This design comes from an exercise in tuning for small area, a short achievable clock period and few clock cycles per item on the open sky130 flow, not from production work. For this run, only the layout was checked, not whether the RTL still works. Power figures rest on the tool's default switching activity, not on a simulated workload.

<file path="config.mk">
export PLATFORM = sky130hd
export DESIGN_NAME = booth_multiplier
export DESIGN_NICKNAME = booth_multiplier
export VERILOG_FILES = /design/flow/design.v
export SDC_FILE = /design/flow/constraint.sdc
export NUM_CORES = 4
export LEC_CHECK = 0
export CAP_MARGIN = 20
export CORE_MARGIN = 2
export CORE_UTILIZATION = 40
export PLACE_DENSITY = 0.6
export SLEW_MARGIN = 20
</file>
<file path="constraint.sdc">
create_clock -name core_clock -period 5.0 [get_ports {clk}]
set_input_delay 1.0000 -clock core_clock [delete_from_list [all_inputs] [get_ports {clk}]]
set_output_delay 1.0000 -clock core_clock [all_outputs]
set_load 0.01 [all_outputs]
</file>
<file path="design.v">
module booth_multiplier(
    input         clk,
    input         reset_n,
    input         op_start,
    input         op_clear,
    input  [31:0] multiplier,
    input  [31:0] multiplicand,
    output        op_done,
    output [63:0] result
);
  reg busy, done;
  reg [3:0] cnt;
  wire last = (cnt == 8);
  reg  [31:0] m_q;             
  reg  [31:0] lo_q;            
  reg  [31:0] s_q, c_q;       
  reg         bq;              
  reg         cy_q;            
  assign op_done = done;
  assign result  = {s_q[31:0], lo_q};
  wire [1:0] ng;
  wire [32:0] e0;
  wire one0 = lo_q[0] ^ bq;
  wire two0 = (lo_q[1] & ~lo_q[0] & ~bq) | (~lo_q[1] & lo_q[0] & bq);
  assign ng[0] = lo_q[1];
  wire [32:0] mg0 = ({33{one0}} & {m_q[31], m_q}) | ({33{two0}} & {m_q, 1'b0});
  wire [32:0] pp0 = mg0 ^ {33{ng[0]}};
  assign e0 = {~pp0[32], pp0[31:0]};
  wire [32:0] e1;
  wire one1 = lo_q[2] ^ lo_q[1];
  wire two1 = (lo_q[3] & ~lo_q[2] & ~lo_q[1]) | (~lo_q[3] & lo_q[2] & lo_q[1]);
  assign ng[1] = lo_q[3];
  wire [32:0] mg1 = ({33{one1}} & {m_q[31], m_q}) | ({33{two1}} & {m_q, 1'b0});
  wire [32:0] pp1 = mg1 ^ {33{ng[1]}};
  assign e1 = {~pp1[32], pp1[31:0]};
  wire fs1;
  wire fc2;
  wire fs3;
  wire fc4;
  wire fs5;
  wire fc6;
  wire fs7;
  wire fc8;
  wire fs9;
  wire fc10;
  wire fs11;
  wire fc12;
  wire fs13;
  wire fc14;
  wire fs15;
  wire fc16;
  wire fs17;
  wire fc18;
  wire fs19;
  wire fc20;
  wire fs21;
  wire fc22;
  wire fs23;
  wire fc24;
  wire fs25;
  wire fc26;
  wire fs27;
  wire fc28;
  wire fs29;
  wire fc30;
  wire fs31;
  wire fc32;
  wire fs33;
  wire fc34;
  wire fs35;
  wire fc36;
  wire fs37;
  wire fc38;
  wire fs39;
  wire fc40;
  wire fs41;
  wire fc42;
  wire fs43;
  wire fc44;
  wire fs45;
  wire fc46;
  wire fs47;
  wire fc48;
  wire fs49;
  wire fc50;
  wire fs51;
  wire fc52;
  wire fs53;
  wire fc54;
  wire fs55;
  wire fc56;
  wire fs57;
  wire fc58;
  wire fs59;
  wire fc60;
  wire fs61;
  wire fc62;
  wire fs63;
  wire fc64;
  wire fs65;
  wire fc66;
  wire fs67;
  wire fc68;
  wire fs69;
  wire fc70;
  wire fs71;
  wire fc72;
  wire fs73;
  wire fc74;
  wire fs75;
  wire fc76;
  wire fs77;
  wire fc78;
  wire fs79;
  wire fc80;
  wire fs81;
  wire fc82;
  wire fs83;
  wire fc84;
  wire fs85;
  wire fc86;
  wire fs87;
  wire fc88;
  wire fs89;
  wire fc90;
  wire fs91;
  wire fc92;
  wire fs93;
  wire fc94;
  wire fs95;
  wire fc96;
  wire fs97;
  wire fc98;
  wire fs99;
  wire fc100;
  wire fs101;
  wire fc102;
  wire fs103;
  wire fc104;
  wire fs105;
  wire fc106;
  wire fs107;
  wire fc108;
  wire fs109;
  wire fc110;
  wire fs111;
  wire fc112;
  wire fs113;
  wire fc114;
  wire fs115;
  wire fc116;
  wire fs117;
  wire fc118;
  wire fs119;
  wire fc120;
  wire fs121;
  wire fc122;
  wire fs123;
  wire fc124;
  wire fs125;
  wire fc126;
  wire fs127;
  wire fc128;
  wire fs129;
  wire fc130;
  wire fs131;
  wire fc132;
  wire fs133;
  wire fc134;
  wire fs135;
  wire fc136;
  wire fs137;
  wire fc138;
  wire fs139;
  wire fc140;
  wire fs141;
  wire fc142;
  wire fs143;
  wire fc144;
  wire fs145;
  wire fc146;
  wire fs147;
  wire fc148;
  wire fs149;
  wire fc150;
  wire fs151;
  wire fc152;
  wire fs153;
  wire fc154;
  wire fs155;
  wire fc156;
  wire fs157;
  wire fc158;
  wire fs159;
  wire fc160;
  wire fs161;
  wire fc162;
  wire fs163;
  wire fc164;
  wire fs165;
  wire fc166;
  wire fs167;
  wire fc168;
  wire fs169;
  wire fc170;
  wire fs171;
  wire fc172;
  wire fs173;
  wire fc174;
  wire fs175;
  wire fc176;
  wire fs177;
  wire fc178;
  wire fs179;
  wire fc180;
  wire fs181;
  wire fc182;
  wire fs183;
  wire fc184;
  wire fs185;
  wire fc186;
  wire fs187;
  wire fc188;
  wire fs189;
  wire fc190;
  wire fs191;
  wire fc192;
  wire fs193;
  wire fc194;
  assign fs1 = c_q[0] ^ cy_q ^ s_q[0];
  assign fc2 = (c_q[0] & cy_q) | (s_q[0] & (c_q[0] ^ cy_q));
  assign fs3 = ng[0] ^ fs1 ^ e0[0];
  assign fc4 = (ng[0] & fs1) | (e0[0] & (ng[0] ^ fs1));
  assign fs5 = c_q[1] ^ s_q[1] ^ fc2;
  assign fc6 = (c_q[1] & s_q[1]) | (fc2 & (c_q[1] ^ s_q[1]));
  assign fs7 = e0[1] ^ fs5 ^ fc4;
  assign fc8 = (e0[1] & fs5) | (fc4 & (e0[1] ^ fs5));
  assign fs9 = c_q[2] ^ s_q[2] ^ ng[1];
  assign fc10 = (c_q[2] & s_q[2]) | (ng[1] & (c_q[2] ^ s_q[2]));
  assign fs11 = e0[2] ^ e1[0] ^ fs9;
  assign fc12 = (e0[2] & e1[0]) | (fs9 & (e0[2] ^ e1[0]));
  assign fs13 = fc6 ^ fs11 ^ fc8;
  assign fc14 = (fc6 & fs11) | (fc8 & (fc6 ^ fs11));
  assign fs15 = c_q[3] ^ s_q[3] ^ e0[3];
  assign fc16 = (c_q[3] & s_q[3]) | (e0[3] & (c_q[3] ^ s_q[3]));
  assign fs17 = e1[1] ^ fc10 ^ fs15;
  assign fc18 = (e1[1] & fc10) | (fs15 & (e1[1] ^ fc10));
  assign fs19 = fc12 ^ fs17 ^ fc14;
  assign fc20 = (fc12 & fs17) | (fc14 & (fc12 ^ fs17));
  assign fs21 = c_q[4] ^ s_q[4] ^ e0[4];
  assign fc22 = (c_q[4] & s_q[4]) | (e0[4] & (c_q[4] ^ s_q[4]));
  assign fs23 = e1[2] ^ fc16 ^ fs21;
  assign fc24 = (e1[2] & fc16) | (fs21 & (e1[2] ^ fc16));
  assign fs25 = fc18 ^ fs23 ^ fc20;
  assign fc26 = (fc18 & fs23) | (fc20 & (fc18 ^ fs23));
  assign fs27 = c_q[5] ^ s_q[5] ^ e0[5];
  assign fc28 = (c_q[5] & s_q[5]) | (e0[5] & (c_q[5] ^ s_q[5]));
  assign fs29 = e1[3] ^ fc22 ^ fs27;
  assign fc30 = (e1[3] & fc22) | (fs27 & (e1[3] ^ fc22));
  assign fs31 = fc24 ^ fs29 ^ fc26;
  assign fc32 = (fc24 & fs29) | (fc26 & (fc24 ^ fs29));
  assign fs33 = c_q[6] ^ s_q[6] ^ e0[6];
  assign fc34 = (c_q[6] & s_q[6]) | (e0[6] & (c_q[6] ^ s_q[6]));
  assign fs35 = e1[4] ^ fc28 ^ fs33;
  assign fc36 = (e1[4] & fc28) | (fs33 & (e1[4] ^ fc28));
  assign fs37 = fc30 ^ fs35 ^ fc32;
  assign fc38 = (fc30 & fs35) | (fc32 & (fc30 ^ fs35));
  assign fs39 = c_q[7] ^ s_q[7] ^ e0[7];
  assign fc40 = (c_q[7] & s_q[7]) | (e0[7] & (c_q[7] ^ s_q[7]));
  assign fs41 = e1[5] ^ fc34 ^ fs39;
  assign fc42 = (e1[5] & fc34) | (fs39 & (e1[5] ^ fc34));
  assign fs43 = fc36 ^ fs41 ^ fc38;
  assign fc44 = (fc36 & fs41) | (fc38 & (fc36 ^ fs41));
  assign fs45 = c_q[8] ^ s_q[8] ^ e0[8];
  assign fc46 = (c_q[8] & s_q[8]) | (e0[8] & (c_q[8] ^ s_q[8]));
  assign fs47 = e1[6] ^ fc40 ^ fs45;
  assign fc48 = (e1[6] & fc40) | (fs45 & (e1[6] ^ fc40));
  assign fs49 = fc42 ^ fs47 ^ fc44;
  assign fc50 = (fc42 & fs47) | (fc44 & (fc42 ^ fs47));
  assign fs51 = c_q[9] ^ s_q[9] ^ e0[9];
  assign fc52 = (c_q[9] & s_q[9]) | (e0[9] & (c_q[9] ^ s_q[9]));
  assign fs53 = e1[7] ^ fc46 ^ fs51;
  assign fc54 = (e1[7] & fc46) | (fs51 & (e1[7] ^ fc46));
  assign fs55 = fc48 ^ fs53 ^ fc50;
  assign fc56 = (fc48 & fs53) | (fc50 & (fc48 ^ fs53));
  assign fs57 = c_q[10] ^ s_q[10] ^ e0[10];
  assign fc58 = (c_q[10] & s_q[10]) | (e0[10] & (c_q[10] ^ s_q[10]));
  assign fs59 = e1[8] ^ fc52 ^ fs57;
  assign fc60 = (e1[8] & fc52) | (fs57 & (e1[8] ^ fc52));
  assign fs61 = fc54 ^ fs59 ^ fc56;
  assign fc62 = (fc54 & fs59) | (fc56 & (fc54 ^ fs59));
  assign fs63 = c_q[11] ^ s_q[11] ^ e0[11];
  assign fc64 = (c_q[11] & s_q[11]) | (e0[11] & (c_q[11] ^ s_q[11]));
  assign fs65 = e1[9] ^ fc58 ^ fs63;
  assign fc66 = (e1[9] & fc58) | (fs63 & (e1[9] ^ fc58));
  assign fs67 = fc60 ^ fs65 ^ fc62;
  assign fc68 = (fc60 & fs65) | (fc62 & (fc60 ^ fs65));
  assign fs69 = c_q[12] ^ s_q[12] ^ e0[12];
  assign fc70 = (c_q[12] & s_q[12]) | (e0[12] & (c_q[12] ^ s_q[12]));
  assign fs71 = e1[10] ^ fc64 ^ fs69;
  assign fc72 = (e1[10] & fc64) | (fs69 & (e1[10] ^ fc64));
  assign fs73 = fc66 ^ fs71 ^ fc68;
  assign fc74 = (fc66 & fs71) | (fc68 & (fc66 ^ fs71));
  assign fs75 = c_q[13] ^ s_q[13] ^ e0[13];
  assign fc76 = (c_q[13] & s_q[13]) | (e0[13] & (c_q[13] ^ s_q[13]));
  assign fs77 = e1[11] ^ fc70 ^ fs75;
  assign fc78 = (e1[11] & fc70) | (fs75 & (e1[11] ^ fc70));
  assign fs79 = fc72 ^ fs77 ^ fc74;
  assign fc80 = (fc72 & fs77) | (fc74 & (fc72 ^ fs77));
  assign fs81 = c_q[14] ^ s_q[14] ^ e0[14];
  assign fc82 = (c_q[14] & s_q[14]) | (e0[14] & (c_q[14] ^ s_q[14]));
  assign fs83 = e1[12] ^ fc76 ^ fs81;
  assign fc84 = (e1[12] & fc76) | (fs81 & (e1[12] ^ fc76));
  assign fs85 = fc78 ^ fs83 ^ fc80;
  assign fc86 = (fc78 & fs83) | (fc80 & (fc78 ^ fs83));
  assign fs87 = c_q[15] ^ s_q[15] ^ e0[15];
  assign fc88 = (c_q[15] & s_q[15]) | (e0[15] & (c_q[15] ^ s_q[15]));
  assign fs89 = e1[13] ^ fc82 ^ fs87;
  assign fc90 = (e1[13] & fc82) | (fs87 & (e1[13] ^ fc82));
  assign fs91 = fc84 ^ fs89 ^ fc86;
  assign fc92 = (fc84 & fs89) | (fc86 & (fc84 ^ fs89));
  assign fs93 = c_q[16] ^ s_q[16] ^ e0[16];
  assign fc94 = (c_q[16] & s_q[16]) | (e0[16] & (c_q[16] ^ s_q[16]));
  assign fs95 = e1[14] ^ fc88 ^ fs93;
  assign fc96 = (e1[14] & fc88) | (fs93 & (e1[14] ^ fc88));
  assign fs97 = fc90 ^ fs95 ^ fc92;
  assign fc98 = (fc90 & fs95) | (fc92 & (fc90 ^ fs95));
  assign fs99 = c_q[17] ^ s_q[17] ^ e0[17];
  assign fc100 = (c_q[17] & s_q[17]) | (e0[17] & (c_q[17] ^ s_q[17]));
  assign fs101 = e1[15] ^ fc94 ^ fs99;
  assign fc102 = (e1[15] & fc94) | (fs99 & (e1[15] ^ fc94));
  assign fs103 = fc96 ^ fs101 ^ fc98;
  assign fc104 = (fc96 & fs101) | (fc98 & (fc96 ^ fs101));
  assign fs105 = c_q[18] ^ s_q[18] ^ e0[18];
  assign fc106 = (c_q[18] & s_q[18]) | (e0[18] & (c_q[18] ^ s_q[18]));
  assign fs107 = e1[16] ^ fc100 ^ fs105;
  assign fc108 = (e1[16] & fc100) | (fs105 & (e1[16] ^ fc100));
  assign fs109 = fc102 ^ fs107 ^ fc104;
  assign fc110 = (fc102 & fs107) | (fc104 & (fc102 ^ fs107));
  assign fs111 = c_q[19] ^ s_q[19] ^ e0[19];
  assign fc112 = (c_q[19] & s_q[19]) | (e0[19] & (c_q[19] ^ s_q[19]));
  assign fs113 = e1[17] ^ fc106 ^ fs111;
  assign fc114 = (e1[17] & fc106) | (fs111 & (e1[17] ^ fc106));
  assign fs115 = fc108 ^ fs113 ^ fc110;
  assign fc116 = (fc108 & fs113) | (fc110 & (fc108 ^ fs113));
  assign fs117 = c_q[20] ^ s_q[20] ^ e0[20];
  assign fc118 = (c_q[20] & s_q[20]) | (e0[20] & (c_q[20] ^ s_q[20]));
  assign fs119 = e1[18] ^ fc112 ^ fs117;
  assign fc120 = (e1[18] & fc112) | (fs117 & (e1[18] ^ fc112));
  assign fs121 = fc114 ^ fs119 ^ fc116;
  assign fc122 = (fc114 & fs119) | (fc116 & (fc114 ^ fs119));
  assign fs123 = c_q[21] ^ s_q[21] ^ e0[21];
  assign fc124 = (c_q[21] & s_q[21]) | (e0[21] & (c_q[21] ^ s_q[21]));
  assign fs125 = e1[19] ^ fc118 ^ fs123;
  assign fc126 = (e1[19] & fc118) | (fs123 & (e1[19] ^ fc118));
  assign fs127 = fc120 ^ fs125 ^ fc122;
  assign fc128 = (fc120 & fs125) | (fc122 & (fc120 ^ fs125));
  assign fs129 = c_q[22] ^ s_q[22] ^ e0[22];
  assign fc130 = (c_q[22] & s_q[22]) | (e0[22] & (c_q[22] ^ s_q[22]));
  assign fs131 = e1[20] ^ fc124 ^ fs129;
  assign fc132 = (e1[20] & fc124) | (fs129 & (e1[20] ^ fc124));
  assign fs133 = fc126 ^ fs131 ^ fc128;
  assign fc134 = (fc126 & fs131) | (fc128 & (fc126 ^ fs131));
  assign fs135 = c_q[23] ^ s_q[23] ^ e0[23];
  assign fc136 = (c_q[23] & s_q[23]) | (e0[23] & (c_q[23] ^ s_q[23]));
  assign fs137 = e1[21] ^ fc130 ^ fs135;
  assign fc138 = (e1[21] & fc130) | (fs135 & (e1[21] ^ fc130));
  assign fs139 = fc132 ^ fs137 ^ fc134;
  assign fc140 = (fc132 & fs137) | (fc134 & (fc132 ^ fs137));
  assign fs141 = c_q[24] ^ s_q[24] ^ e0[24];
  assign fc142 = (c_q[24] & s_q[24]) | (e0[24] & (c_q[24] ^ s_q[24]));
  assign fs143 = e1[22] ^ fc136 ^ fs141;
  assign fc144 = (e1[22] & fc136) | (fs141 & (e1[22] ^ fc136));
  assign fs145 = fc138 ^ fs143 ^ fc140;
  assign fc146 = (fc138 & fs143) | (fc140 & (fc138 ^ fs143));
  assign fs147 = c_q[25] ^ s_q[25] ^ e0[25];
  assign fc148 = (c_q[25] & s_q[25]) | (e0[25] & (c_q[25] ^ s_q[25]));
  assign fs149 = e1[23] ^ fc142 ^ fs147;
  assign fc150 = (e1[23] & fc142) | (fs147 & (e1[23] ^ fc142));
  assign fs151 = fc144 ^ fs149 ^ fc146;
  assign fc152 = (fc144 & fs149) | (fc146 & (fc144 ^ fs149));
  assign fs153 = c_q[26] ^ s_q[26] ^ e0[26];
  assign fc154 = (c_q[26] & s_q[26]) | (e0[26] & (c_q[26] ^ s_q[26]));
  assign fs155 = e1[24] ^ fc148 ^ fs153;
  assign fc156 = (e1[24] & fc148) | (fs153 & (e1[24] ^ fc148));
  assign fs157 = fc150 ^ fs155 ^ fc152;
  assign fc158 = (fc150 & fs155) | (fc152 & (fc150 ^ fs155));
  assign fs159 = c_q[27] ^ s_q[27] ^ e0[27];
  assign fc160 = (c_q[27] & s_q[27]) | (e0[27] & (c_q[27] ^ s_q[27]));
  assign fs161 = e1[25] ^ fc154 ^ fs159;
  assign fc162 = (e1[25] & fc154) | (fs159 & (e1[25] ^ fc154));
  assign fs163 = fc156 ^ fs161 ^ fc158;
  assign fc164 = (fc156 & fs161) | (fc158 & (fc156 ^ fs161));
  assign fs165 = c_q[28] ^ s_q[28] ^ e0[28];
  assign fc166 = (c_q[28] & s_q[28]) | (e0[28] & (c_q[28] ^ s_q[28]));
  assign fs167 = e1[26] ^ fc160 ^ fs165;
  assign fc168 = (e1[26] & fc160) | (fs165 & (e1[26] ^ fc160));
  assign fs169 = fc162 ^ fs167 ^ fc164;
  assign fc170 = (fc162 & fs167) | (fc164 & (fc162 ^ fs167));
  assign fs171 = c_q[29] ^ s_q[29] ^ e0[29];
  assign fc172 = (c_q[29] & s_q[29]) | (e0[29] & (c_q[29] ^ s_q[29]));
  assign fs173 = e1[27] ^ fc166 ^ fs171;
  assign fc174 = (e1[27] & fc166) | (fs171 & (e1[27] ^ fc166));
  assign fs175 = fc168 ^ fs173 ^ fc170;
  assign fc176 = (fc168 & fs173) | (fc170 & (fc168 ^ fs173));
  assign fs177 = c_q[30] ^ s_q[30] ^ e0[30];
  assign fc178 = (c_q[30] & s_q[30]) | (e0[30] & (c_q[30] ^ s_q[30]));
  assign fs179 = e1[28] ^ fc172 ^ fs177;
  assign fc180 = (e1[28] & fc172) | (fs177 & (e1[28] ^ fc172));
  assign fs181 = fc174 ^ fs179 ^ fc176;
  assign fc182 = (fc174 & fs179) | (fc176 & (fc174 ^ fs179));
  assign fs183 = c_q[31] ^ s_q[31] ^ e0[31];
  assign fc184 = (c_q[31] & s_q[31]) | (e0[31] & (c_q[31] ^ s_q[31]));
  assign fs185 = e1[29] ^ fc178 ^ fs183;
  assign fc186 = (e1[29] & fc178) | (fs183 & (e1[29] ^ fc178));
  assign fs187 = fc180 ^ fs185 ^ fc182;
  assign fc188 = (fc180 & fs185) | (fc182 & (fc180 ^ fs185));
  assign fs189 = e0[32] ^ e1[30] ^ fc184;
  assign fc190 = (e0[32] & e1[30]) | (fc184 & (e0[32] ^ e1[30]));
  assign fs191 = fs189 ^ fc186 ^ fc188;
  assign fc192 = (fs189 & fc186) | (fc188 & (fs189 ^ fc186));
  assign fs193 = e1[31] ^ fc190 ^ fc192;
  assign fc194 = (e1[31] & fc190) | (fc192 & (e1[31] ^ fc190));
  wire [35:0] sn = {1'b0, e1[32], fs193, fs191, fs187, fs181, fs175, fs169, fs163, fs157, fs151, fs145, fs139, fs133, fs127, fs121, fs115, fs109, fs103, fs97, fs91, fs85, fs79, fs73, fs67, fs61, fs55, fs49, fs43, fs37, fs31, fs25, fs19, fs13, fs7, fs3};
  wire [35:0] cn = {1'b0, fc194, 1'b0, 1'b0, 1'b0, 1'b0, 1'b0, 1'b0, 1'b0, 1'b0, 1'b0, 1'b0, 1'b0, 1'b0, 1'b0, 1'b0, 1'b0, 1'b0, 1'b0, 1'b0, 1'b0, 1'b0, 1'b0, 1'b0, 1'b0, 1'b0, 1'b0, 1'b0, 1'b0, 1'b0, 1'b0, 1'b0, 1'b0, 1'b0, 1'b0, 1'b0};
  wire [4:0] lowsum = sn[3:0] + cn[3:0];
  wire [31:0] hi = s_q[31:0] + c_q[31:0] + 32'hAAAAAAAB + {31'b0, cy_q};
  always @(posedge clk or negedge reset_n) begin
    if (!reset_n) begin
      busy <= 1'b0;
      done <= 1'b0;
    end else if (op_clear) begin
      busy <= 1'b0;
      done <= 1'b0;
    end else if (!busy && !done) begin
      busy <= op_start;
    end else if (busy && last) begin
      busy <= 1'b0;
      done <= 1'b1;
    end
  end
  always @(posedge clk) begin
    if (!busy) begin
      cnt <= 0;
    end else begin
      cnt <= cnt + 1'b1;
    end
    if (!busy && !done) begin
      m_q  <= multiplicand;
      lo_q <= multiplier;
      s_q  <= 0;
      c_q  <= 0;
      bq   <= 1'b0;
      cy_q <= 1'b0;
    end else if (busy && !last) begin
      lo_q <= {lowsum[3:0], lo_q[31:4]};
      bq   <= lo_q[3];
      cy_q <= lowsum[4];
      s_q  <= sn[35:4];
      c_q  <= cn[35:4];
    end else if (busy) begin
      s_q  <= hi;
    end
  end
endmodule
</file>
<file path="run.sh">
#!/bin/bash
# synth_recipe.tcl (not shown) runs the flow's synth.tcl, then flattens the netlist and writes it again
# the make line also repeats each setting of config.mk as NAME=value (left out here)
make -C /OpenROAD-flow-scripts/flow DESIGN_CONFIG=/design/flow/config.mk WORK_HOME=/design/flow/orfs CLKGATE_MAP_FILE= SYNTH_SCRIPT=/design/flow/synth_recipe.tcl finish
</file>
==> out/results.txt <==
# DRC = 0
Post-synth top cells = a21oi_1 (114), clkbuf_1 (97), nor2_1 (91)
CP max stage cell = edfxtp_1
Non-Filler Instances = 1,591
CTS clock-pin slew for the worst setup and hold paths = 0.08 ns
via count = 8,836
CP endpoint kind = register
syn_nets = 1,263
sequential element share of the synthesized area = 28.53%
clk root buf = clkbuf_16
std cell rows = 56
CTS tree = built
fmax = 0.07468 GHz
syn avg cell area = 8.732 um^2
clock skew = 0.01154 ns
switching part of the total = 43.78%
critical path launch point type = register
Top-Level Pins = 133
Sequential Power Share = 21.3%
DIE AREA = 0.02520 mm^2
most used cell, CP = fa_2
Hold Buf Count CTS = 0
relative slew slack = 31.05%
GRT Residual Overflow = 0
Pre-antenna DRT Iters = 5
Ys Warns = 1
PwrDens = 463.0 mW/mm^2
post-route minimum period = 13.39 ns
Placer Congestion = 0.8842
Post-DP Area = 0.01200 mm^2
count of cell types in the netlist = 71
gr usage total = 22.32%
kind of critical path = register to register
Clock Latency Late Sink = 0.37 ns
Pint = 3216 uW
crit path DAT = 13.64 ns
Synth area leader = edfxtp_1
Fill cells = 2,220
dominant cells by area after synthesis = edfxtp_1 (20%), fa_1 (13%), dfxtp_1 (7.9%), a21oi_1 (6.0%), ha_1 (4.4%)
area of the multi-input gates = 0.006172 mm^2
crit-path max FO = 7
Worst Hold Class = register to register
Starting Density = 40.81%
Antenna Cells = 0
Initial DRC Count = 761
Sw Pwr = 2505 uW
final slew viol count = 0
Final setup viols = 26
largest net degree at the start of global routing = 126
layout cells sized above 1 = 20.99%
antenna violation net count after detailed routing = 0
Setup WS pre-CTS = -8.371 ns
FFs w/ async S/R, synth = 1.923%
initial antenna violation count = 0
CTS buffer count = 9
number of global-route vias before repair = 8,125
Tcrit/Tclk final = 267.8%
worst vdd ir = 164.8 uV
Post-synth EDFFs = 64
Final Net Count = 1,433
Worst Path Required = 5.25 ns
DPL Wire Length = 20,530 um
Post-Route WL = 28,420 um
total of max-cap violations = 0
buffers added on ports = 132
mapped cell area = 0.009579 mm^2
setup slack after layout = -8.391 ns
core area = 0.02347 mm^2
drt wl/cell = 17.86 um
Seq cells post-synth = 104
chip height = 158.8 um
Max clock buf depth = 2
Slew @ Worst Pin = 1.032 ns
Placed Instances = 1,572
slowest stage delay, CP = 0.54 ns
clock share of power = 12.7%
register area = 0.002734 mm^2
Fail Reasons = negative setup slack
cell area after layout = 0.01236 mm^2
Leak = 0.004890 uW
Layout area overhead = 29.00%
status = complete, but fails checks
Final Hold Viols = 0
Mapped Cells = 1,097
Post-synth top flop = edfxtp_1
TritonCTS Sinks = 104
combinational group share of total power = 66.1%
RSZ-0062 raised after global routing = yes
area fraction of the dominant cell type after synthesis = 20.06%
die width = 158.8 um
vias per cell = 5.554
most common cell in the netlist = a21oi_1
CTS HTree Levels = 3
first-pass GRT wire length = 45,510 um
==> flip-flops by register name, indices dropped and copies added, names as in the netlist <==
signal,cells
lo_q,32
m_q,32
s_q,32
cnt,4
bq,1
busy,1
c_q,1
done,1
==> final timing paths <==
kind	startpoint	to	slack, ns	cells past startpoint
setup / recovery	lo_q[0]	s_q[29]	-8.39	43
min in group asynchronous	reset_n	busy	0.79	1
hold / removal	cnt[0]	cnt[0]	0.48	1
hold reg to reg	cnt[0]	cnt[0]	0.48	1
max in group asynchronous	reset_n	done	4.09	1
setup reg to reg	lo_q[0]	s_q[29]	-8.39	43
==> power by group through the flow <==
stage / Sequential [uW] / Clock [uW] / Combinational [uW]
6_report: 1220 / 726 / 3780
5_1_grt: 1230 / 771 / 4260
4_1_cts: 1210 / 748 / 3730
3_5_place_dp: 1230 / 0 / 3680
3_3_place_gp: 1230 / 0 / 3640
2_1_floorplan: 1260 / 0 / 2400
==> area by class of cell <==
class	instances	share of cell area, %
inverter	79	2.420
clock inverter	6	0.4658
multi-input combinational	790	49.95
sequential	104	22.12
timing repair buffer	283	19.96
clock buffer	10	1.853
tap	319	3.230
==> kinds of logic (layout without fill, tap and decap cells) <==
family          Yosys count  after routing  synth area share, %
compound gates          357            357                24.65
xor+xnor                  8              8               0.7315
fa+ha+maj               129            129                21.06
buf+inv                 203            378                8.242
flops                   104            104                28.53
mux                      33             33                3.840
simple gates            263            263                12.96
==> critical path, delay by kind of cell (launching register included) <==
family / cells / cell delay (ns)
adder cells (fa/ha/maj): 34 / 11.87
AO/OA/AOI/OAI: 4 / 0.65
buffers and inverters: 5 / 0.25
flip-flops: 1 / 0.54
==> cell usage in the layout (no fill, tap or decap), types with 16 or more instances in the layout <==
cell type	Yosys	routed
edfxtp_1	64	64
a21oi_1	114	114
inv_1	77	71
o22ai_1	62	61
nor2_1	91	88
a221oi_1	30	30
dfxtp_1	38	37
clkdlybuf4s50_1	0	132
fa_2	0	29
mux2_2	30	30
nor2b_1	35	34
o31ai_1	32	31
nand2_1	82	77
ha_1	34	34
o21ai_0	43	33
fa_1	64	35
buf_4	3	148
nand3_1	16	16
maj3_1	31	30
==> through the flow <==
stage	setup TNS [ns]	power, uW	hold WS, ns	util (%)
after global placement	-111.19	4871	0.4549	51.14
after floorplan	-110.25	3655	0.4368	-
after global routing	-118.97	6265	0.4972	52.64
after CTS	-112.04	5688	0.4876	52.48
final	-113.39	5721	0.4794	52.64
after detailed placement	-112.64	4908	0.4645	51.14
==> metal layers <==
| metal | global-route usage (%) | vias to the layer above | share of wire, % |
|---|---|---|---|
| li1 | - | 4260 | - |
| met1 | 35.71 | 4285 | 50 |
| met4 | 4.337 | 0 | 0.86 |
| met3 | 3.239 | 15 | 6.2 |
| met2 | 31.56 | 276 | 43 |
| met5 | 0 | - | 0 |
==> timing repair <==
| item | CTS | global route |
|---|---|---|
| pin swaps | 3 | 10 |
| setup buffers | 2 | 1 |
| setup endpoints to repair | 26 | 26 |
| resized for setup | 4 | 12 |

re-timing with driven ports:
No port has a modelled driver above. Below, the same layout with a new extraction and two added sets of constraints.
Step 1 assumes that a clkbuf_16 drives the clock port and a buf_2 every other input.
Step 2 also shifts input and output timing later by t, the mid clock arrival at the registers, as if the neighbouring blocks saw the same clock.
a / b / c = ideal ports / drivers / drivers and shift; a / b = the first two.
shift t [ns]: 0.412
slack for setup (ns): -8.391 / -8.391 / -8.391
worst setup path at the end: register to register
For this run, drivers alone change the setup slack by 0.000 ns; drivers and shift together by 0.000 ns.
